Context: an optimization exercise on an open-source flow, tuned for small area. The choices shown serve that exercise and are no tape-out recipe. The RTL was checked by simulation tests, not by an equivalence proof against the original design. Power and IR drop assume default switching activity.

**flow/config.mk**
```make
export PLATFORM = sky130hd
export DESIGN_NAME = top_mac_bfusion
export DESIGN_NICKNAME = top_mac_bfusion
export VERILOG_FILES = /design/flow/design.v
export SDC_FILE = /design/flow/constraint.sdc
export NUM_CORES = 4
export LEC_CHECK = 0
export CAP_MARGIN = 20
export CORE_MARGIN = 2
export CORE_UTILIZATION = 40
export GPL_TIMING_DRIVEN = 0
export SLEW_MARGIN = 20
```
**flow/constraint.sdc**
```tcl
create_clock -name core_clock -period 10.0 [get_ports {clk}]
set_input_delay 2.0000 -clock core_clock [delete_from_list [all_inputs] [get_ports {clk}]]
set_output_delay 2.0000 -clock core_clock [all_outputs]
set_load 0.01 [all_outputs]
```
**flow/design.v**
```verilog
module top_mac_bfusion (clk, rst, accu_rst, a, w, config_aw, z);
	input               clk, rst, accu_rst;
	input        [31:0] a;
	input        [31:0] w;
	input         [2:0] config_aw;
	output reg   [19:0] z;
	wire [15:0] p;
	bf_prod prod (.a(a), .w(w), .cfg(config_aw), .p(p));
	reg [15:0] m1, m2;
	reg        rst_d, clr;
	wire [19:0] addend = {{4{m2[15]}}, m2};
	wire [20:0] cy;
	wire [19:0] sum;
	assign cy[0] = 1'b0;
	genvar i;
	generate for (i = 0; i < 20; i = i + 1) begin : acc
		assign sum[i]  = z[i] ^ addend[i] ^ cy[i];
		assign cy[i+1] = (z[i] & addend[i]) | (cy[i] & (z[i] ^ addend[i]));
	end endgenerate
	always @(posedge clk) begin
		m1    <= p;
		m2    <= m1;
		rst_d <= rst;
		clr   <= rst | accu_rst | rst_d;
		z     <= clr ? 20'd0 : sum;
	end
endmodule
module bf_prod (input [31:0] a, input [31:0] w, input [2:0] cfg, output [15:0] p);
	wire m000 = ~cfg[1];
	wire m010 = (cfg[1] & ~cfg[2] & ~cfg[0]);
	wire m011 = (cfg[1] & ~cfg[2] & cfg[0]);
	wire m110 = (cfg[1] & cfg[2] & ~cfg[0]);
	wire m111 = (cfg[1] & cfg[2] & cfg[0]);
	wire as0 = a[0];
	wire ws1 = (((m000 | m010 | m110 | m111) & w[0]));
	wire pp2 = as0 & ws1;
	wire as3 = (((m000 | m010 | m011) & a[4]) | ((m110) & a[8]) | ((m111) & a[16]));
	wire ws4 = (((m010 | m110 | m111) & w[4]));
	wire pp5 = as3 & ws4;
	wire as6 = (((m010) & a[12]) | ((m111) & a[24]));
	wire ws7 = (((m000 | m010 | m011 | m110) & w[12]) | ((m111) & w[6]));
	wire pp8 = as6 & ws7;
	wire as9 = a[8];
	wire ws10 = (((m010) & w[8]) | ((m111) & w[2]));
	wire pp11 = as9 & ws10;
	wire as12 = a[1];
	wire pp13 = as12 & ws1;
	wire as14 = (((m000 | m010 | m011) & a[5]) | ((m110) & a[9]) | ((m111) & a[17]));
	wire pp15 = as14 & ws4;
	wire as16 = (((m010) & a[13]) | ((m111) & a[25]));
	wire pp17 = as16 & ws7;
	wire as18 = a[9];
	wire pp19 = as18 & ws10;
	wire ws20 = (((m000 | m010 | m110 | m111) & w[1]));
	wire pp21 = (as0 & ws20) ^ (m111);
	wire as22 = (((m010 | m111) & a[8]));
	wire ws23 = (((m000 | m010 | m011 | m110) & w[9]) | ((m111) & w[3]));
	wire pp24 = (as22 & ws23) ^ (m111);
	wire ws25 = (((m010 | m110 | m111) & w[5]));
	wire pp26 = (as3 & ws25) ^ (m111);
	wire ws27 = (((m000 | m010 | m011 | m110) & w[13]) | ((m111) & w[7]));
	wire pp28 = (as6 & ws27) ^ (m111);
	wire as29 = (((m000 | m010 | m110) & a[13]) | ((m011) & a[28]) | ((m111) & a[25]));
	wire ws30 = (((m010) & w[13]) | ((m011) & w[28]) | ((m111) & w[7]));
	wire pp31 = (as29 & ws30) ^ (m111);
	wire as32 = (((m000 | m010 | m110 | m111) & a[9]) | ((m011) & a[30]));
	wire ws33 = (((m010) & w[9]) | ((m011) & w[30]) | ((m111) & w[3]));
	wire pp34 = (as32 & ws33) ^ (m111);
	wire as35 = a[12];
	wire ws36 = (((m010) & w[14]) | ((m011) & w[12]));
	wire pp37 = as35 & ws36;
	wire as38 = (((m000 | m010 | m110 | m111) & a[1]) | ((m011) & a[18]));
	wire ws39 = (((m000 | m010 | m110 | m111) & w[1]) | ((m011) & w[18]));
	wire pp40 = (as38 & ws39) ^ (m111);
	wire as41 = a[6];
	wire ws42 = (((m010) & w[4]) | ((m011) & w[6]));
	wire pp43 = as41 & ws42;
	wire as44 = (((m000 | m010) & a[5]) | ((m011) & a[24]) | ((m110) & a[9]) | ((m111) & a[17]));
	wire ws45 = (((m010 | m110 | m111) & w[5]) | ((m011) & w[24]));
	wire pp46 = (as44 & ws45) ^ (m111);
	wire as47 = (((m000 | m010 | m110 | m111) & a[8]) | ((m011) & a[16]));
	wire ws48 = (((m010) & w[10]) | ((m011) & w[16]));
	wire pp49 = as47 & ws48;
	wire as50 = a[26];
	wire ws51 = (((m011) & w[26]) | ((m111) & w[6]));
	wire pp52 = as50 & ws51;
	wire as53 = a[14];
	wire ws54 = (((m010) & w[12]) | ((m011) & w[14]));
	wire pp55 = as53 & ws54;
	wire as56 = (((m011) & a[4]) | ((m111) & a[18]));
	wire ws57 = w[4];
	wire pp58 = as56 & ws57;
	wire as59 = a[10];
	wire ws60 = (((m011) & w[10]) | ((m110) & w[4]));
	wire pp61 = as59 & ws60;
	wire as62 = (((m000 | m010 | m110) & a[0]) | ((m011) & a[22]) | ((m111) & a[10]));
	wire ws63 = (((m000 | m010 | m110 | m111) & w[2]) | ((m011) & w[22]));
	wire pp64 = as62 & ws63;
	wire as65 = (((m011) & a[2]));
	wire ws66 = w[2];
	wire pp67 = as65 & ws66;
	wire as68 = (((m000 | m010 | m110 | m111) & a[4]) | ((m011) & a[20]));
	wire ws69 = (((m010) & w[6]) | ((m011) & w[20]));
	wire pp70 = as68 & ws69;
	wire as71 = (((m000 | m011 | m110 | m111) & a[8]) | ((m010) & a[10]));
	wire ws72 = (((cfg[1] & ~cfg[2]) & w[8]) | ((m110) & w[6]));
	wire pp73 = as71 & ws72;
	wire as74 = (((m000 | m010 | m110 | m111) & a[2]) | ((m011) & a[0]));
	wire ws75 = w[0];
	wire pp76 = as74 & ws75;
	wire as77 = (((m000 | m010 | m110) & a[1]) | ((m011) & a[23]) | ((m111) & a[11]));
	wire pp78 = as77 & ws63;
	wire as79 = a[7];
	wire pp80 = as79 & ws42;
	wire ws81 = (((m011) & w[27]) | ((m111) & w[7]));
	wire pp82 = ~(as50 & ws81);
	wire as83 = (((m011) & a[30]));
	wire ws84 = w[31];
	wire pp85 = ~(as83 & ws84);
	wire as86 = (((m000 | m010 | m110 | m111) & a[5]) | ((m011) & a[21]));
	wire pp87 = as86 & ws69;
	wire as88 = (((m000 | m010 | m110 | m111) & a[3]) | ((m011) & a[1]));
	wire pp89 = as88 & ws75;
	wire as90 = (((m000 | m010 | m110 | m111) & a[4]) | ((m011) & a[24]));
	wire ws91 = (((m010) & w[7]) | ((m011) & w[25]));
	wire pp92 = ~(as90 & ws91);
	wire ws93 = w[3];
	wire pp94 = ~(as65 & ws93);
	wire as95 = a[11];
	wire pp96 = as95 & ws60;
	wire as97 = (((m000 | m010 | m110 | m111) & a[9]) | ((m011) & a[17]));
	wire pp98 = as97 & ws48;
	wire as99 = a[13];
	wire pp100 = as99 & ws36;
	wire ws101 = (((m000 | m010 | m110 | m111) & w[3]) | ((m011) & w[23]));
	wire pp102 = (as62 & ws101) ^ cfg[1];
	wire ws103 = w[1];
	wire pp104 = (as74 & ws103) ^ (cfg[1] & cfg[0]);
	wire as105 = (((m011) & a[25]));
	wire ws106 = w[24];
	wire pp107 = as105 & ws106;
	wire as108 = (((m010 | m011 | m110) & a[8]));
	wire ws109 = (((m000 | m010 | m111) & w[11]) | ((m011) & w[9]) | ((m110) & w[7]));
	wire pp110 = ~(as108 & ws109);
	wire as111 = (((m010) & a[6]) | ((m011) & a[29]));
	wire ws112 = (((m000 | m010 | m110 | m111) & w[5]) | ((m011) & w[28]));
	wire pp113 = as111 & ws112;
	wire as114 = a[27];
	wire pp115 = as114 & ws51;
	wire ws116 = (((m010) & w[15]) | ((m011) & w[13]));
	wire pp117 = ~(as35 & ws116);
	wire as118 = a[20];
	wire ws119 = (((m011) & w[21]));
	wire pp120 = ~(as118 & ws119);
	wire as121 = (((m011) & a[28]));
	wire ws122 = w[29];
	wire pp123 = ~(as121 & ws122);
	wire as124 = (((m011) & a[6]));
	wire ws125 = w[7];
	wire pp126 = ~(as124 & ws125);
	wire as127 = a[19];
	wire ws128 = (((m011) & w[18]));
	wire pp129 = as127 & ws128;
	wire as130 = (((m011) & a[16]));
	wire ws131 = w[17];
	wire pp132 = ~(as130 & ws131);
	wire as133 = a[31];
	wire ws134 = (((m011) & w[30]));
	wire pp135 = as133 & ws134;
	wire as136 = (((m011) & a[5]) | ((m111) & a[19]));
	wire pp137 = as136 & ws57;
	wire as138 = a[15];
	wire pp139 = as138 & ws54;
	wire as140 = a[18];
	wire ws141 = (((m011) & w[19]));
	wire pp142 = ~(as140 & ws141);
	wire as143 = (((m000 | m011 | m110 | m111) & a[9]) | ((m010) & a[11]));
	wire pp144 = as143 & ws72;
	wire ws145 = w[5];
	wire pp146 = ~(as56 & ws145);
	wire as147 = (((m010 | m011 | m110) & a[10]));
	wire ws148 = (((m000 | m010 | m111) & w[9]) | ((m011) & w[11]) | ((m110) & w[5]));
	wire pp149 = (as147 & ws148) ^ (m011);
	wire as150 = (((m011) & a[14]));
	wire ws151 = w[15];
	wire pp152 = ~(as150 & ws151);
	wire as153 = (((m010) & a[14]) | ((m011) & a[3]));
	wire ws154 = (((m000 | m010 | m110 | m111) & w[13]) | ((m011) & w[2]));
	wire pp155 = as153 & ws154;
	wire ws156 = (((m000 | m010 | m110 | m111) & w[14]) | ((m011) & w[3]));
	wire pp157 = (as153 & ws156) ^ (m011);
	wire pp158 = (as88 & ws103) ^ (cfg[1] & cfg[0]);
	wire as159 = (((m000 | m110 | m111) & a[4]) | ((cfg[1] & ~cfg[2]) & a[7]));
	wire ws160 = (((m000 | m110 | m111) & w[0]) | ((m010) & w[5]) | ((m011) & w[7]));
	wire pp161 = (as159 & ws160) ^ (m011);
	wire as162 = (((m010 | m011 | m110) & a[9]));
	wire pp163 = ~(as162 & ws109);
	wire pp164 = ~(as136 & ws145);
	wire as165 = a[21];
	wire pp166 = ~(as165 & ws119);
	wire pp167 = ~(as99 & ws116);
	wire ws168 = (((m000 | m010 | m110 | m111) & w[6]) | ((m011) & w[29]));
	wire pp169 = (as111 & ws168) ^ (m011);
	wire as170 = (((m000) & a[0]) | ((cfg[1] & ~cfg[2]) & a[15]) | ((m110) & a[12]) | ((m111) & a[20]));
	wire ws171 = (((m000 | m110 | m111) & w[4]) | ((m010) & w[13]) | ((m011) & w[15]));
	wire pp172 = (as170 & ws171) ^ (m011);
	wire pp173 = ~(as127 & ws141);
	wire as174 = (((m000 | m010 | m110) & a[2]) | ((m011) & a[17]) | ((m111) & a[12]));
	wire ws175 = (((m000 | m010 | m110 | m111) & w[2]) | ((m011) & w[17]));
	wire pp176 = (as174 & ws175) ^ (m011);
	wire as177 = (((m010 | m011 | m110) & a[11]));
	wire pp178 = (as177 & ws148) ^ (m011);
	wire pp179 = ~(as114 & ws81);
	wire pp180 = (as77 & ws101) ^ cfg[1];
	wire as181 = (((m000 | m010 | m110 | m111) & a[5]) | ((m011) & a[25]));
	wire pp182 = ~(as181 & ws91);
	wire as183 = (((m000 | m010 | m110) & a[10]) | ((m011) & a[31]) | ((m111) & a[28]));
	wire ws184 = (((m010) & w[10]) | ((m011) & w[31]) | ((cfg[1] & cfg[2]) & w[6]));
	wire pp185 = (as183 & ws184) ^ (m011);
	wire as186 = (((m000 | m011) & a[0]) | ((m010) & a[14]) | ((m110) & a[12]) | ((m111) & a[20]));
	wire ws187 = (((m000 | m110 | m111) & w[5]) | ((m010) & w[15]));
	wire pp188 = (as186 & ws187) ^ (m010 | m111);
	wire as189 = (((m000 | m110 | m111) & a[4]) | ((m010) & a[6]));
	wire ws190 = (((m000 | m011 | m110 | m111) & w[1]) | ((m010) & w[7]));
	wire pp191 = (as189 & ws190) ^ (m010 | m111);
	wire as192 = (((cfg[1] & ~cfg[0]) & a[11]) | ((m111) & a[29]));
	wire ws193 = (((m000 | m011 | m110 | m111) & w[6]) | ((m010) & w[10]));
	wire pp194 = as192 & ws193;
	wire as195 = (((m000 | m010 | m110) & a[3]) | ((m111) & a[13]));
	wire ws196 = w[2];
	wire pp197 = as195 & ws196;
	wire as198 = (((m000 | m010 | m110) & a[2]) | ((m111) & a[12]));
	wire ws199 = w[3];
	wire pp200 = (as198 & ws199) ^ (m010 | m110 | m111);
	wire as201 = (((m000 | m011) & a[1]) | ((m010) & a[15]) | ((m110) & a[13]) | ((m111) & a[21]));
	wire ws202 = (((m000 | m110 | m111) & w[4]) | ((m010) & w[14]));
	wire pp203 = as201 & ws202;
	wire as204 = (((cfg[1] & ~cfg[0]) & a[10]) | ((m111) & a[28]));
	wire ws205 = (((m000 | m011 | m110 | m111) & w[7]) | ((m010) & w[11]));
	wire pp206 = ~(as204 & ws205);
	wire as207 = (((m000 | m110 | m111) & a[5]) | ((m010) & a[7]));
	wire ws208 = (((m000 | m011 | m110 | m111) & w[0]) | ((m010) & w[6]));
	wire pp209 = as207 & ws208;
	wire as210 = (((m000 | m110 | m111) & a[6]));
	wire ws211 = w[0];
	wire pp212 = as210 & ws211;
	wire pp213 = ~(as192 & ws205);
	wire pp214 = (as201 & ws187) ^ (m010 | m111);
	wire as215 = (((m000 | m010 | m011) & a[0]) | ((m110) & a[12]) | ((m111) & a[30]));
	wire ws216 = (((m000 | m110 | m111) & w[6]));
	wire pp217 = as215 & ws216;
	wire as218 = (((m000 | m010 | m011) & a[2]) | ((m110) & a[14]) | ((m111) & a[22]));
	wire ws219 = (((m000 | m110 | m111) & w[4]));
	wire pp220 = as218 & ws219;
	wire as221 = (((m000 | m110) & a[4]) | ((m111) & a[14]));
	wire ws222 = w[2];
	wire pp223 = as221 & ws222;
	wire pp224 = (as195 & ws199) ^ (m010 | m110 | m111);
	wire pp225 = (as207 & ws190) ^ (m010 | m111);
	wire ws226 = (((m000 | m110 | m111) & w[5]));
	wire pp227 = (as218 & ws226) ^ (m111);
	wire as228 = (((m000 | m010 | m011) & a[1]) | ((m110) & a[13]) | ((m111) & a[31]));
	wire pp229 = as228 & ws216;
	wire ws230 = (((m000 | m110 | m111) & w[7]));
	wire pp231 = ~(as215 & ws230);
	wire as232 = (((m000 | m110) & a[5]) | ((m111) & a[15]));
	wire pp233 = as232 & ws222;
	wire ws234 = w[3];
	wire pp235 = (as221 & ws234) ^ (cfg[1] & cfg[2]);
	wire ws236 = w[1];
	wire pp237 = (as210 & ws236) ^ (m111);
	wire as238 = (((m000 | m110 | m111) & a[7]));
	wire pp239 = as238 & ws211;
	wire as240 = (((m000 | m010 | m011) & a[3]) | ((m110) & a[15]) | ((m111) & a[23]));
	wire pp241 = as240 & ws219;
	wire pp242 = (as238 & ws236) ^ (m111);
	wire pp243 = (as232 & ws234) ^ (cfg[1] & cfg[2]);
	wire as244 = (((m000 | m010 | m011 | m111) & a[2]) | ((m110) & a[14]));
	wire ws245 = (((m000 | m110) & w[6]));
	wire pp246 = as244 & ws245;
	wire pp247 = (as240 & ws226) ^ (m111);
	wire as248 = (((m000 | m110) & a[6]));
	wire ws249 = w[2];
	wire pp250 = as248 & ws249;
	wire pp251 = ~(as228 & ws230);
	wire as252 = (((m000) & a[4]));
	wire ws253 = w[4];
	wire pp254 = as252 & ws253;
	wire ws255 = (((m000 | m110) & w[7]));
	wire pp256 = ~(as244 & ws255);
	wire ws257 = w[3];
	wire pp258 = (as248 & ws257) ^ (m110);
	wire as259 = (((m000) & a[5]));
	wire pp260 = as259 & ws253;
	wire as261 = (((m000 | m010 | m011 | m111) & a[3]) | ((m110) & a[15]));
	wire pp262 = as261 & ws245;
	wire ws263 = w[5];
	wire pp264 = as252 & ws263;
	wire as265 = (((m000 | m110) & a[7]));
	wire pp266 = as265 & ws249;
	wire pp267 = as259 & ws263;
	wire as268 = (((m000) & a[6]));
	wire pp269 = as268 & ws253;
	wire pp270 = (as265 & ws257) ^ (m110);
	wire ws271 = w[6];
	wire pp272 = as252 & ws271;
	wire pp273 = ~(as261 & ws255);
	wire as274 = (((m000) & a[7]));
	wire pp275 = as274 & ws253;
	wire ws276 = w[7];
	wire pp277 = ~(as252 & ws276);
	wire pp278 = as268 & ws263;
	wire pp279 = as259 & ws271;
	wire pp280 = ~(as259 & ws276);
	wire pp281 = as268 & ws271;
	wire pp282 = as274 & ws263;
	wire pp283 = as274 & ws271;
	wire pp284 = ~(as268 & ws276);
	wire pp285 = ~(as274 & ws276);
	wire k286 = (m000);
	wire k287 = (cfg[1] & ~cfg[0]);
	wire k288 = (cfg[1] & cfg[0]);
	wire k289 = (m000 | m110 | m111);
	wire k290 = (m011);
	wire k291 = (m000 | m110 | m111);
	wire k292 = (m000 | m010 | m011 | m110);
	wire k293 = (m000 | m010 | m011 | m110);
	wire k294 = (m000 | m010 | m011 | m111);
	wire s295 = pp2 ^ pp5 ^ pp8;
	wire c296 = (pp2 & pp5) | (pp2 & pp8) | (pp5 & pp8);
	wire s297 = pp11 ^ s295;
	wire c298 = pp11 & s295;
	wire s299 = pp13 ^ pp15 ^ pp17;
	wire c300 = (pp13 & pp15) | (pp13 & pp17) | (pp15 & pp17);
	wire s301 = pp19 ^ pp21 ^ pp24;
	wire c302 = (pp19 & pp21) | (pp19 & pp24) | (pp21 & pp24);
	wire s303 = pp26 ^ pp28 ^ c296;
	wire c304 = (pp26 & pp28) | (pp26 & c296) | (pp28 & c296);
	wire s305 = s299 ^ s301 ^ c298;
	wire c306 = (s299 & s301) | (s299 & c298) | (s301 & c298);
	wire s307 = s303 ^ s305;
	wire c308 = s303 & s305;
	wire s309 = pp31 ^ pp34 ^ pp37;
	wire c310 = (pp31 & pp34) | (pp31 & pp37) | (pp34 & pp37);
	wire s311 = pp40 ^ pp43 ^ pp46;
	wire c312 = (pp40 & pp43) | (pp40 & pp46) | (pp43 & pp46);
	wire s313 = pp49 ^ pp52 ^ pp55;
	wire c314 = (pp49 & pp52) | (pp49 & pp55) | (pp52 & pp55);
	wire s315 = pp58 ^ pp61 ^ pp64;
	wire c316 = (pp58 & pp61) | (pp58 & pp64) | (pp61 & pp64);
	wire s317 = pp67 ^ pp70 ^ pp73;
	wire c318 = (pp67 & pp70) | (pp67 & pp73) | (pp70 & pp73);
	wire s319 = pp76 ^ c300 ^ c302;
	wire c320 = (pp76 & c300) | (pp76 & c302) | (c300 & c302);
	wire s321 = s309 ^ s311 ^ s313;
	wire c322 = (s309 & s311) | (s309 & s313) | (s311 & s313);
	wire s323 = s315 ^ s317 ^ c304;
	wire c324 = (s315 & s317) | (s315 & c304) | (s317 & c304);
	wire s325 = s319 ^ s321 ^ c306;
	wire c326 = (s319 & s321) | (s319 & c306) | (s321 & c306);
	wire s327 = s323 ^ c308 ^ s325;
	wire c328 = (s323 & c308) | (s323 & s325) | (c308 & s325);
	wire s329 = k286 ^ pp78 ^ pp80;
	wire c330 = (k286 & pp78) | (k286 & pp80) | (pp78 & pp80);
	wire s331 = pp82 ^ pp85 ^ pp87;
	wire c332 = (pp82 & pp85) | (pp82 & pp87) | (pp85 & pp87);
	wire s333 = pp89 ^ pp92 ^ pp94;
	wire c334 = (pp89 & pp92) | (pp89 & pp94) | (pp92 & pp94);
	wire s335 = pp96 ^ pp98 ^ pp100;
	wire c336 = (pp96 & pp98) | (pp96 & pp100) | (pp98 & pp100);
	wire s337 = pp102 ^ pp104 ^ pp107;
	wire c338 = (pp102 & pp104) | (pp102 & pp107) | (pp104 & pp107);
	wire s339 = pp110 ^ pp113 ^ pp115;
	wire c340 = (pp110 & pp113) | (pp110 & pp115) | (pp113 & pp115);
	wire s341 = pp117 ^ pp120 ^ pp123;
	wire c342 = (pp117 & pp120) | (pp117 & pp123) | (pp120 & pp123);
	wire s343 = pp126 ^ pp129 ^ pp132;
	wire c344 = (pp126 & pp129) | (pp126 & pp132) | (pp129 & pp132);
	wire s345 = pp135 ^ pp137 ^ pp139;
	wire c346 = (pp135 & pp137) | (pp135 & pp139) | (pp137 & pp139);
	wire s347 = pp142 ^ pp144 ^ pp146;
	wire c348 = (pp142 & pp144) | (pp142 & pp146) | (pp144 & pp146);
	wire s349 = pp149 ^ pp152 ^ pp155;
	wire c350 = (pp149 & pp152) | (pp149 & pp155) | (pp152 & pp155);
	wire s351 = c310 ^ c312 ^ c314;
	wire c352 = (c310 & c312) | (c310 & c314) | (c312 & c314);
	wire s353 = c316 ^ c318 ^ s329;
	wire c354 = (c316 & c318) | (c316 & s329) | (c318 & s329);
	wire s355 = s331 ^ s333 ^ s335;
	wire c356 = (s331 & s333) | (s331 & s335) | (s333 & s335);
	wire s357 = s337 ^ s339 ^ s341;
	wire c358 = (s337 & s339) | (s337 & s341) | (s339 & s341);
	wire s359 = s343 ^ s345 ^ s347;
	wire c360 = (s343 & s345) | (s343 & s347) | (s345 & s347);
	wire s361 = s349 ^ c320 ^ c322;
	wire c362 = (s349 & c320) | (s349 & c322) | (c320 & c322);
	wire s363 = s351 ^ s353 ^ s355;
	wire c364 = (s351 & s353) | (s351 & s355) | (s353 & s355);
	wire s365 = s357 ^ s359 ^ c324;
	wire c366 = (s357 & s359) | (s357 & c324) | (s359 & c324);
	wire s367 = s361 ^ c326 ^ s363;
	wire c368 = (s361 & c326) | (s361 & s363) | (c326 & s363);
	wire s369 = s365 ^ c328 ^ s367;
	wire c370 = (s365 & c328) | (s365 & s367) | (c328 & s367);
	wire s371 = k287 ^ pp157 ^ pp158;
	wire c372 = (k287 & pp157) | (k287 & pp158) | (pp157 & pp158);
	wire s373 = pp161 ^ pp163 ^ pp164;
	wire c374 = (pp161 & pp163) | (pp161 & pp164) | (pp163 & pp164);
	wire s375 = pp166 ^ pp167 ^ pp169;
	wire c376 = (pp166 & pp167) | (pp166 & pp169) | (pp167 & pp169);
	wire s377 = pp172 ^ pp173 ^ pp176;
	wire c378 = (pp172 & pp173) | (pp172 & pp176) | (pp173 & pp176);
	wire s379 = pp178 ^ pp179 ^ pp180;
	wire c380 = (pp178 & pp179) | (pp178 & pp180) | (pp179 & pp180);
	wire s381 = pp182 ^ pp185 ^ c330;
	wire c382 = (pp182 & pp185) | (pp182 & c330) | (pp185 & c330);
	wire s383 = c332 ^ c334 ^ c336;
	wire c384 = (c332 & c334) | (c332 & c336) | (c334 & c336);
	wire s385 = c338 ^ c340 ^ c342;
	wire c386 = (c338 & c340) | (c338 & c342) | (c340 & c342);
	wire s387 = c344 ^ c346 ^ c348;
	wire c388 = (c344 & c346) | (c344 & c348) | (c346 & c348);
	wire s389 = c350 ^ s371 ^ s373;
	wire c390 = (c350 & s371) | (c350 & s373) | (s371 & s373);
	wire s391 = s375 ^ s377 ^ s379;
	wire c392 = (s375 & s377) | (s375 & s379) | (s377 & s379);
	wire s393 = c352 ^ c354 ^ c356;
	wire c394 = (c352 & c354) | (c352 & c356) | (c354 & c356);
	wire s395 = c358 ^ c360 ^ s381;
	wire c396 = (c358 & c360) | (c358 & s381) | (c360 & s381);
	wire s397 = s383 ^ s385 ^ s387;
	wire c398 = (s383 & s385) | (s383 & s387) | (s385 & s387);
	wire s399 = s389 ^ s391 ^ c362;
	wire c400 = (s389 & s391) | (s389 & c362) | (s391 & c362);
	wire s401 = c364 ^ s393 ^ s395;
	wire c402 = (c364 & s393) | (c364 & s395) | (s393 & s395);
	wire s403 = s397 ^ c366 ^ s399;
	wire c404 = (s397 & c366) | (s397 & s399) | (c366 & s399);
	wire s405 = c368 ^ s401 ^ s403;
	wire c406 = (c368 & s401) | (c368 & s403) | (s401 & s403);
	wire s407 = c370 ^ s405;
	wire c408 = c370 & s405;
	wire s409 = k288 ^ pp188 ^ pp191;
	wire c410 = (k288 & pp188) | (k288 & pp191) | (pp188 & pp191);
	wire s411 = pp194 ^ pp197 ^ pp200;
	wire c412 = (pp194 & pp197) | (pp194 & pp200) | (pp197 & pp200);
	wire s413 = pp203 ^ pp206 ^ pp209;
	wire c414 = (pp203 & pp206) | (pp203 & pp209) | (pp206 & pp209);
	wire s415 = c372 ^ c374 ^ c376;
	wire c416 = (c372 & c374) | (c372 & c376) | (c374 & c376);
	wire s417 = c378 ^ c380 ^ s409;
	wire c418 = (c378 & c380) | (c378 & s409) | (c380 & s409);
	wire s419 = s411 ^ s413 ^ c382;
	wire c420 = (s411 & s413) | (s411 & c382) | (s413 & c382);
	wire s421 = c384 ^ c386 ^ c388;
	wire c422 = (c384 & c386) | (c384 & c388) | (c386 & c388);
	wire s423 = c390 ^ c392 ^ s415;
	wire c424 = (c390 & c392) | (c390 & s415) | (c392 & s415);
	wire s425 = s417 ^ c394 ^ c396;
	wire c426 = (s417 & c394) | (s417 & c396) | (c394 & c396);
	wire s427 = c398 ^ s419 ^ s421;
	wire c428 = (c398 & s419) | (c398 & s421) | (s419 & s421);
	wire s429 = s423 ^ c400 ^ c402;
	wire c430 = (s423 & c400) | (s423 & c402) | (c400 & c402);
	wire s431 = s425 ^ s427 ^ c404;
	wire c432 = (s425 & s427) | (s425 & c404) | (s427 & c404);
	wire s433 = s429 ^ c406 ^ s431;
	wire c434 = (s429 & c406) | (s429 & s431) | (c406 & s431);
	wire s435 = c408 ^ s433;
	wire c436 = c408 & s433;
	wire s437 = k289 ^ pp212 ^ pp213;
	wire c438 = (k289 & pp212) | (k289 & pp213) | (pp212 & pp213);
	wire s439 = pp214 ^ pp217 ^ pp220;
	wire c440 = (pp214 & pp217) | (pp214 & pp220) | (pp217 & pp220);
	wire s441 = pp223 ^ pp224 ^ pp225;
	wire c442 = (pp223 & pp224) | (pp223 & pp225) | (pp224 & pp225);
	wire s443 = c410 ^ c412 ^ c414;
	wire c444 = (c410 & c412) | (c410 & c414) | (c412 & c414);
	wire s445 = s437 ^ s439 ^ s441;
	wire c446 = (s437 & s439) | (s437 & s441) | (s439 & s441);
	wire s447 = c416 ^ c418 ^ s443;
	wire c448 = (c416 & c418) | (c416 & s443) | (c418 & s443);
	wire s449 = s445 ^ c420 ^ c422;
	wire c450 = (s445 & c420) | (s445 & c422) | (c420 & c422);
	wire s451 = c424 ^ s447 ^ c426;
	wire c452 = (c424 & s447) | (c424 & c426) | (s447 & c426);
	wire s453 = c428 ^ s449 ^ c430;
	wire c454 = (c428 & s449) | (c428 & c430) | (s449 & c430);
	wire s455 = s451 ^ c432 ^ s453;
	wire c456 = (s451 & c432) | (s451 & s453) | (c432 & s453);
	wire s457 = c434 ^ s455 ^ c436;
	wire c458 = (c434 & s455) | (c434 & c436) | (s455 & c436);
	wire s459 = k290 ^ pp227 ^ pp229;
	wire c460 = (k290 & pp227) | (k290 & pp229) | (pp227 & pp229);
	wire s461 = pp231 ^ pp233 ^ pp235;
	wire c462 = (pp231 & pp233) | (pp231 & pp235) | (pp233 & pp235);
	wire s463 = pp237 ^ pp239 ^ pp241;
	wire c464 = (pp237 & pp239) | (pp237 & pp241) | (pp239 & pp241);
	wire s465 = c438 ^ c440 ^ c442;
	wire c466 = (c438 & c440) | (c438 & c442) | (c440 & c442);
	wire s467 = s459 ^ s461 ^ s463;
	wire c468 = (s459 & s461) | (s459 & s463) | (s461 & s463);
	wire s469 = c444 ^ c446 ^ s465;
	wire c470 = (c444 & c446) | (c444 & s465) | (c446 & s465);
	wire s471 = s467 ^ c448 ^ s469;
	wire c472 = (s467 & c448) | (s467 & s469) | (c448 & s469);
	wire s473 = c450 ^ s471 ^ c452;
	wire c474 = (c450 & s471) | (c450 & c452) | (s471 & c452);
	wire s475 = c454 ^ s473 ^ c456;
	wire c476 = (c454 & s473) | (c454 & c456) | (s473 & c456);
	wire s477 = s475 ^ c458;
	wire c478 = s475 & c458;
	wire s479 = k291 ^ pp242 ^ pp243;
	wire c480 = (k291 & pp242) | (k291 & pp243) | (pp242 & pp243);
	wire s481 = pp246 ^ pp247 ^ pp250;
	wire c482 = (pp246 & pp247) | (pp246 & pp250) | (pp247 & pp250);
	wire s483 = pp251 ^ pp254 ^ c460;
	wire c484 = (pp251 & pp254) | (pp251 & c460) | (pp254 & c460);
	wire s485 = c462 ^ c464 ^ s479;
	wire c486 = (c462 & c464) | (c462 & s479) | (c464 & s479);
	wire s487 = s481 ^ c466 ^ c468;
	wire c488 = (s481 & c466) | (s481 & c468) | (c466 & c468);
	wire s489 = s483 ^ s485 ^ c470;
	wire c490 = (s483 & s485) | (s483 & c470) | (s485 & c470);
	wire s491 = s487 ^ c472 ^ s489;
	wire c492 = (s487 & c472) | (s487 & s489) | (c472 & s489);
	wire s493 = s491 ^ c474 ^ c476;
	wire c494 = (s491 & c474) | (s491 & c476) | (c474 & c476);
	wire s495 = s493 ^ c478;
	wire c496 = s493 & c478;
	wire s497 = k292 ^ pp256 ^ pp258;
	wire c498 = (k292 & pp256) | (k292 & pp258) | (pp256 & pp258);
	wire s499 = pp260 ^ pp262 ^ pp264;
	wire c500 = (pp260 & pp262) | (pp260 & pp264) | (pp262 & pp264);
	wire s501 = pp266 ^ c480 ^ c482;
	wire c502 = (pp266 & c480) | (pp266 & c482) | (c480 & c482);
	wire s503 = s497 ^ s499 ^ c484;
	wire c504 = (s497 & s499) | (s497 & c484) | (s499 & c484);
	wire s505 = c486 ^ s501 ^ c488;
	wire c506 = (c486 & s501) | (c486 & c488) | (s501 & c488);
	wire s507 = s503 ^ c490 ^ s505;
	wire c508 = (s503 & c490) | (s503 & s505) | (c490 & s505);
	wire s509 = c492 ^ s507 ^ c494;
	wire c510 = (c492 & s507) | (c492 & c494) | (s507 & c494);
	wire s511 = c496 ^ s509;
	wire c512 = c496 & s509;
	wire s513 = k293 ^ pp267 ^ pp269;
	wire c514 = (k293 & pp267) | (k293 & pp269) | (pp267 & pp269);
	wire s515 = pp270 ^ pp272 ^ pp273;
	wire c516 = (pp270 & pp272) | (pp270 & pp273) | (pp272 & pp273);
	wire s517 = c498 ^ c500 ^ s513;
	wire c518 = (c498 & c500) | (c498 & s513) | (c500 & s513);
	wire s519 = s515 ^ c502 ^ s517;
	wire c520 = (s515 & c502) | (s515 & s517) | (c502 & s517);
	wire s521 = c504 ^ s519 ^ c506;
	wire c522 = (c504 & s519) | (c504 & c506) | (s519 & c506);
	wire s523 = c508 ^ s521 ^ c510;
	wire c524 = (c508 & s521) | (c508 & c510) | (s521 & c510);
	wire s525 = c512 ^ s523;
	wire c526 = c512 & s523;
	wire s527 = k294 ^ pp275 ^ pp277;
	wire c528 = (k294 & pp275) | (k294 & pp277) | (pp275 & pp277);
	wire s529 = pp278 ^ pp279 ^ c514;
	wire c530 = (pp278 & pp279) | (pp278 & c514) | (pp279 & c514);
	wire s531 = c516 ^ s527 ^ c518;
	wire c532 = (c516 & s527) | (c516 & c518) | (s527 & c518);
	wire s533 = s529 ^ c520 ^ s531;
	wire c534 = (s529 & c520) | (s529 & s531) | (c520 & s531);
	wire s535 = s533 ^ c522 ^ c524;
	wire c536 = (s533 & c522) | (s533 & c524) | (c522 & c524);
	wire s537 = c526 ^ s535;
	wire c538 = c526 & s535;
	wire s539 = 1'b1 ^ pp280 ^ pp281;
	wire c540 = (1'b1 & pp280) | (1'b1 & pp281) | (pp280 & pp281);
	wire s541 = pp282 ^ c528 ^ s539;
	wire c542 = (pp282 & c528) | (pp282 & s539) | (c528 & s539);
	wire s543 = c530 ^ s541 ^ c532;
	wire c544 = (c530 & s541) | (c530 & c532) | (s541 & c532);
	wire s545 = c534 ^ s543 ^ c536;
	wire c546 = (c534 & s543) | (c534 & c536) | (s543 & c536);
	wire s547 = c538 ^ s545;
	wire c548 = c538 & s545;
	wire s549 = 1'b1 ^ pp283 ^ pp284;
	wire c550 = (1'b1 & pp283) | (1'b1 & pp284) | (pp283 & pp284);
	wire s551 = c540 ^ s549 ^ c542;
	wire c552 = (c540 & s549) | (c540 & c542) | (s549 & c542);
	wire s553 = s551 ^ c544 ^ c546;
	wire c554 = (s551 & c544) | (s551 & c546) | (c544 & c546);
	wire s555 = c548 ^ s553;
	wire c556 = c548 & s553;
	wire s557 = 1'b1 ^ pp285 ^ c550;
	wire c558 = (1'b1 & pp285) | (1'b1 & c550) | (pp285 & c550);
	wire s559 = s557 ^ c552 ^ c554;
	wire c560 = (s557 & c552) | (s557 & c554) | (c552 & c554);
	wire s561 = c556 ^ s559;
	wire c562 = c556 & s559;
	wire s563 = c558 ^ c560 ^ c562;
	wire c564 = (c558 & c560) | (c558 & c562) | (c560 & c562);
	wire [17:0] s = {1'b0, c564, s563, s561, s555, s547, s537, s525, s511, s495, s477, s457, s435, s407, s369, s327, s307, s297};
	assign p = m011 ? s[17:2] : s[15:0];
endmodule
```
**flow/flow/run.sh**
```bash
#!/bin/bash
# Standard ORFS layout with two changes: the full adders of the synthesised
# netlist are re-polarised to drop inverters (fixpol.py, logic unchanged),
# and ports are buffered with the smallest buffer.
set -euo pipefail
W=$PWD
R=$W/orfs/results/${FLOW_PLATFORM}/top_mac_bfusion/base
export BUFFER_PORTS_ARGS="-buffer_cell sky130_fd_sc_hd__buf_1"
bash standard.sh "$R/1_2_yosys.v" > synth.log 2>&1
cp "$R/1_2_yosys.v" "$W/1_2_yosys.std.v"
python3 flow/fixpol.py "$R/1_2_yosys.v" > fixpol.log 2>&1
bash standard.sh > layout.log 2>&1
```
**flow/flow/fixpol.py**
```python
"""Re-polarise full adders in a mapped sky130 netlist to remove inverters.

A full adder is self-dual: FA(~a,~b,~c) = (~sum, ~cout). For each fa cell we
choose whether it works on the complements of its signals, so that as few
inverters as possible are needed between cells. The logic function of every
net that leaves the adders (flip-flop inputs, ports, other gates) is kept.
usage: fixpol.py netlist.v  (rewrites the file in place)
"""
import re, sys, random

path = sys.argv[1]
src = open(path).read()
inst_re = re.compile(r'^(\s*)(sky130_fd_sc_hd__\w+)\s+(\S+)\s*\((.*?)\);\n', re.S | re.M)
pin_re = re.compile(r'\.(\w+)\(\s*([^()]*?)\s*\)')
OUTS = {'X', 'Y', 'SUM', 'COUT', 'Q', 'Q_N', 'HI', 'LO'}

cells = []
for m in inst_re.finditer(src):
    pins = [(p, n.strip()) for p, n in pin_re.findall(m.group(4))]
    cells.append(dict(span=m.span(), ind=m.group(1), type=m.group(2), name=m.group(3), pins=pins))

drv = {}
for i, c in enumerate(cells):
    for p, n in c['pins']:
        if p in OUTS and n: drv[n] = (i, p)

def is_inv(c):
    return re.match(r'sky130_fd_sc_hd__(inv|clkinv)_\d+$', c['type']) is not None
def is_fa(c):
    return re.match(r'sky130_fd_sc_hd__fa_\d+$', c['type']) is not None

def pin(c, p):
    for q, n in c['pins']:
        if q == p: return n
    return None

# literal of a net: (base net, polarity) following inverters
def lit(n):
    pol = 0
    seen = 0
    while n in drv and is_inv(cells[drv[n][0]]) and seen < 50:
        n = pin(cells[drv[n][0]], 'A'); pol ^= 1; seen += 1
    return (n, pol)

fas = [i for i, c in enumerate(cells) if is_fa(c)]
fa_out = {}  # base net -> fa index (nets driven by fa outputs)
for i in fas:
    for p in ('SUM', 'COUT'):
        n = pin(cells[i], p)
        if n: fa_out[n] = i

# consumers: list of (kind, cellidx or None, pin, wanted literal)
# kind 'fa' -> wanted polarity toggles with flip of that fa; else fixed.
cons = []
port_outs = set()
for i, c in enumerate(cells):
    if is_inv(c): continue
    for p, n in c['pins']:
        if p in OUTS or not n: continue
        if n.startswith("1'b") or re.match(r"^\d+'", n): 
            continue
        cons.append(('fa' if is_fa(c) else 'fix', i, p, lit(n)))
# inverter outputs that feed ports/other non-cell sinks: keep inverters whose output
# is a module output port net (not consumed by cells). Find port names.
hdr = src[:cells[0]['span'][0]] if cells else src
outports = set()
for m in re.finditer(r'^\s*output\s+(\[(\d+):(\d+)\]\s*)?(\S+);', hdr, re.M):
    if m.group(1):
        for k in range(int(m.group(3)), int(m.group(2)) + 1): outports.add(f'{m.group(4)}[{k}]')
    else: outports.add(m.group(4))
for i, c in enumerate(cells):
    if is_inv(c):
        y = pin(c, 'Y')
        if y in outports: cons.append(('fix', None, None, lit(y)))
for n in outports:
    if n in drv and not is_inv(cells[drv[n][0]]):
        pass

flip = {i: 0 for i in fas}

def prod_pol(base):
    i = fa_out.get(base)
    return flip[i] if i is not None else 0

def need_set():
    s = set()
    for kind, i, p, (b, q) in cons:
        if kind == 'fa': q ^= flip[i]
        if b in fa_out or True:
            if q != prod_pol(b): s.add((b, q))
    return s

def cost():
    return len(need_set())

# local search
by_base = {}
for k, (kind, i, p, (b, q)) in enumerate(cons):
    by_base.setdefault(b, []).append(k)
def inv_needed_for(b):
    pp = prod_pol(b)
    qs = set()
    for k in by_base.get(b, []):
        kind, i, p, (bb, q) = cons[k]
        if kind == 'fa': q ^= flip[i]
        qs.add(q)
    return 1 if (pp ^ 1) in qs else 0
def touched(i):
    c = cells[i]
    bs = set()
    for p in ('SUM', 'COUT'):
        n = pin(c, p)
        if n: bs.add(n)
    for p in ('A', 'B', 'CIN'):
        bs.add(lit(pin(c, p))[0])
    return bs
T = {i: touched(i) for i in fas}
start = cost()
rnd = random.Random(1)
import math
cur = sum(inv_needed_for(b) for b in by_base)
best = cur; bestflip = dict(flip)
N = max(1, len(fas))
iters = 4000 * N
for it in range(iters):
    T0 = 2.0 * (0.02/2.0) ** (it/iters)
    i = fas[rnd.randrange(N)]
    before = sum(inv_needed_for(b) for b in T[i])
    flip[i] ^= 1
    d = sum(inv_needed_for(b) for b in T[i]) - before
    if d <= 0 or rnd.random() < math.exp(-d/T0):
        cur += d
        if cur < best: best = cur; bestflip = dict(flip)
    else:
        flip[i] ^= 1
flip.update(bestflip)
end = cost()

# rewrite
names = set(re.findall(r'^\s*wire\s+(?:\[[^\]]*\]\s*)?(\S+);', src, re.M))
cnt = [0]
def newnet():
    while True:
        cnt[0] += 1
        n = f'_pol{cnt[0]}_'
        if n not in names: names.add(n); return n
phys = {}     # base -> physical net carrying produced polarity
for i in fas:
    if flip[i]:
        for p in ('SUM', 'COUT'):
            n = pin(cells[i], p)
            if n: phys[n] = newnet()
lits = {}     # (base, pol) -> net carrying that literal
new_invs = []
def get(b, q):
    if (b, q) in lits: return lits[(b, q)]
    pp = prod_pol(b)
    pn = phys.get(b, b)
    if q == pp: lits[(b, q)] = pn; return pn
    # need an inverter from pn
    if pp == 1 and q == 0: out = b            # restore original net name
    else: out = newnet()
    new_invs.append((pn, out))
    lits[(b, q)] = out
    return out

edits = {}
for idx, c in enumerate(cells):
    if is_inv(c): continue
    newpins = []
    for p, n in c['pins']:
        if p in OUTS:
            if is_fa(c) and flip[idx] and n: n = phys[n]
            newpins.append((p, n)); continue
        if not n or n.startswith("1'b") or re.match(r"^\d+'", n):
            newpins.append((p, n)); continue
        b, q = lit(n)
        if is_fa(c): q ^= flip[idx]
        newpins.append((p, get(b, q)))
    edits[idx] = newpins
for n in outports:
    if n in drv and is_inv(cells[drv[n][0]]):
        b, q = lit(n)
        got = get(b, q)
        if got != n: new_invs.append((got, n)); 
# make sure flipped fa outputs that are original nets with consumers wanting pol 0 exist
for b in phys:
    pass

def fmt(n):
    return n + ' ' if n.startswith('\\') else n
out = []
pos = 0
first = cells[0]['span'][0]
decl = ''.join(f'  wire {n};\n' for n in sorted(names - set(re.findall(r'^\s*wire\s+(?:\[[^\]]*\]\s*)?(\S+);', src, re.M))))
out.append(src[:first]); out.append(decl)
pos = first
k = 0
for idx, c in enumerate(cells):
    s, e = c['span']
    out.append(src[pos:s]); pos = e
    if is_inv(c): continue
    body = ',\n'.join(f'    .{p}({fmt(n)})' for p, n in edits[idx])
    out.append(f"{c['ind']}{c['type']} {c['name']} (\n{body}\n  );\n")
for a, y in new_invs:
    k += 1
    out.append(f'  sky130_fd_sc_hd__inv_1 _polinv{k}_ (\n    .A({fmt(a)}),\n    .Y({fmt(y)})\n  );\n')
out.append(src[pos:])
open(path, 'w').write(''.join(out))
ninv_old = sum(1 for c in cells if is_inv(c))
print(f'fixpol: {len(fas)} full adders, {sum(flip.values())} flipped; inverters {ninv_old} -> {len(new_invs)} (needed literals {start} -> {end})')
```
**flow/standard.sh**
```bash
#!/bin/bash
# synth_recipe.tcl (not shown) runs the flow's synth.tcl, then flattens the netlist and writes it again
# the make line also repeats each setting of config.mk as NAME=value (left out here)
make -C /OpenROAD-flow-scripts/flow DESIGN_CONFIG=/design/flow/config.mk WORK_HOME=/design/flow/orfs CLKGATE_MAP_FILE= SYNTH_SCRIPT=/design/flow/synth_recipe.tcl "${@:-finish}"
```
==> metrics.md <==
| Metric | Value |
|---|---|
| Fillers | 1635 |
| Die ar. | 18100 sq um |
| Final hold vios | 0 |
| CTS tree | yes |
| Die Ht | 135 um |
| Cts bufs inserted | 5 |
| Startpoint Class | input pin |
| Total power | 1.97 mW |
| Warnings from Yosys | 1 |
| Antenna fix cells | 0 |
| Skew-Pair Late Insertion Delay | 0.29 ns |
| Core area | 16600 sq um |
| Status | finished clean |
| Post-CTS Hold Fix Bufs | 0 |
| Peak supply drop | 0.287 mV |
| Cell Count, Final, Fillers Out | 1037 |
| F_max | 102 MHz |
| Final Cell Area | 7970 sq um |
| Final core utilization | 0.479 |
| First-pass GRT wire length | 35300 um |
| Final Skew | 0.00921 ns |
| Crit end category | flip-flop |
| Tot GR Track Use | 0.262 |
| Crit share post-route | 0.976 |
| Crit path time final | 9.76 ns |
| Slew HR | 0.538 |
| Critical path class | in2reg |
| DRT iter0 DRCs | 509 |
| Average cell area after synthesis | 9.59 sq um |
| Initial Util | 0.410 |
| CTS max path bufs | 2 |
| Cell count after synthesis | 712 |
| Max-slew violations | 0 |
| Antenna violations before repair | 0 |
| NumNets Final | 1040 |
| Fin Setup TNS | 0 ns |
| Dpl hpwl | 18800 um |
| Largest net degree at the start of global routing | 18 |
| Startpoint of the worst hold path | m1[4]$_DFF_P_ |
| Final WL | 22800 um |
| Vias per inst | 5.50 |
| Dpl cells | 1017 |
| Routed Antenna Nets | 0 |
| Rows | 47 |
| Vias in the first global route | 5940 |
| Port bufs | 85 |
| Crit path from | config_aw[2] |
| DRC violations left | 0 |
| Gr ovfl total | 0 |
| Synthesized cell area | 6830 sq um |
| Setup violators final | 0 |
| Hold path cells | 0 |
| Layout cells sized above 1 | 0.147 |
| Tightest Pin Transition | 0.687 ns |
| Drt pass-1 iters | 5 |
| Unrepaired setup endpoints after global routing | false |
| Area grow syn2layout | 16.8% |
| Hold_ws | 0.320 ns |
| Hold Path Class | reg2reg |
| Root Buffer | clkbuf_16 |
| Die width | 135 um |
| Synth Net Count | 936 |
| CTS sink cnt | 54 |
| WL per Instance | 22.0 um |
| H-tree levels | 2 |
| Worst setup margin | 0.242 ns |
| Vias | 5708 |
| Gpl congestion | 1.01 |
| DP Area | 7420 sq um |
| Reg2reg path depth | 21 |
| Crit path DAT | 9.94 ns |
| P_leak | 3.42 nW |
| Clock-pin slew on the worst setup and hold paths | 0.07 ns |
| CP required | 10.18 ns |
| Pre-CTS setup slack | -0.749 ns |
| Crit-path max FO | 10 |
| P per Cell Area | 247 nW/um^2 |
| RR Startpoint | z[0]$_SDFF_PP0_ |
| I/O pin count | 90 |
| Max-cap viol count | 0 |
## area by class of cell
cell class / instances / area [sq um] / share of cell area
Buffer: 41 / 330 / 0.0414
Clock buffer: 5 / 125 / 0.0157
Clock inverter: 3 / 43.8 / 0.00549
Inverter: 63 / 250 / 0.0314
Multi-Input combinational cell: 554 / 5450 / 0.684
Sequential cell: 54 / 1080 / 0.136
Tap cell: 220 / 275 / 0.0345
Timing Repair Buffer: 97 / 417 / 0.0523
## power by group
group          switching (mW)  internal, mW  leakage [nW]
Combinational           0.760         0.660          2.89
Clock                  0.0734         0.118        0.0842
Sequential             0.0360         0.320         0.449
## layer usage
layer | global-route usage | part of all wire | vias up
li1 | - | - | 2526
met3 | 0.0537 | 0.096 | 69
met5 | 0 | 0 | -
met4 | 0.0901 | 0.033 | 0
met1 | 0.371 | 0.42 | 2790
met2 | 0.401 | 0.45 | 323
## cells in the final DEF (no fill, tap or decap), drive strengths merged, types with 9 or more instances in the layout
cell    count
mux2i      19
inv        61
nor2b      29
clkbuf     23
dfxtp      54
and3       14
nor2       26
a21oi      35
xnor2      10
and2       21
buf       120
o21ai      29
a31oi       9
nand2     105
ha         16
mux2       11
fa        138
nand3      41
## critical path: stages
cell and delay, ns:
clkbuf_4 0.15, and3b_1 0.25, buf_8 0.18, buf_8 0.18, mux2i_1 0.23, nor2_1 0.09, fa_1 0.48, fa_1 0.40
fa_1 0.50, fa_2 0.39, fa_2 0.35, fa_1 0.49, fa_1 0.39, fa_2 0.35, fa_2 0.35, fa_1 0.38
fa_1 0.39, fa_2 0.35, fa_2 0.34, fa_1 0.38, fa_1 0.46, ha_2 0.19, fa_1 0.50, and2_1 0.15
## flip-flops by register name (all words and copies together), names as in the netlist
| register | flops |
|---|---|
| z | 20 |
| rst_d | 1 |
| m1 | 16 |
| clr | 1 |
| m2 | 16 |
## final timing paths
check | end | slack, ns
setup / recovery | m1[15]$_SDFF_PP0_ | 0.24
hold / removal | m2[4]$_DFF_P_ | 0.32
setup reg to reg | z[19]$_SDFF_PP0_ | 2.07
hold reg to reg | m2[4]$_DFF_P_ | 0.32
## repair_timing
| action | 4_1_cts | 5_1_grt |
|---|---|---|
| buffers inserted | 5 | 7 |
| endpoints found under the setup margin | 4 | 3 |
| pin swaps | 8 | 7 |
| resized for setup | 53 | 36 |

-- what the ideal ports hide --
The results above use ideal ports. As a check the final layout listed here was re-extracted and re-timed, cells and wires unchanged.
Step 1 sets driving cells, clkbuf_16 on the clock port and buf_2 on the other inputs (assumed; they add their load-dependent delay and slew).
Step 2 also shifts input and output timing later by t, the mid clock arrival at the registers, as if the neighbouring blocks saw the same clock.
Slacks: ideal ports / drivers / drivers and shift; pairs: ideal ports / drivers.
t, ns: 0.318
setup slack, ns: 0.242 / 0.246 / -0.072
pins driven straight from the clock port: 1
With both steps, setup timing fails in this run, where it was met with ideal ports. The setup slack of this run moves by +0.004 ns with the drivers and by -0.314 ns with both steps.
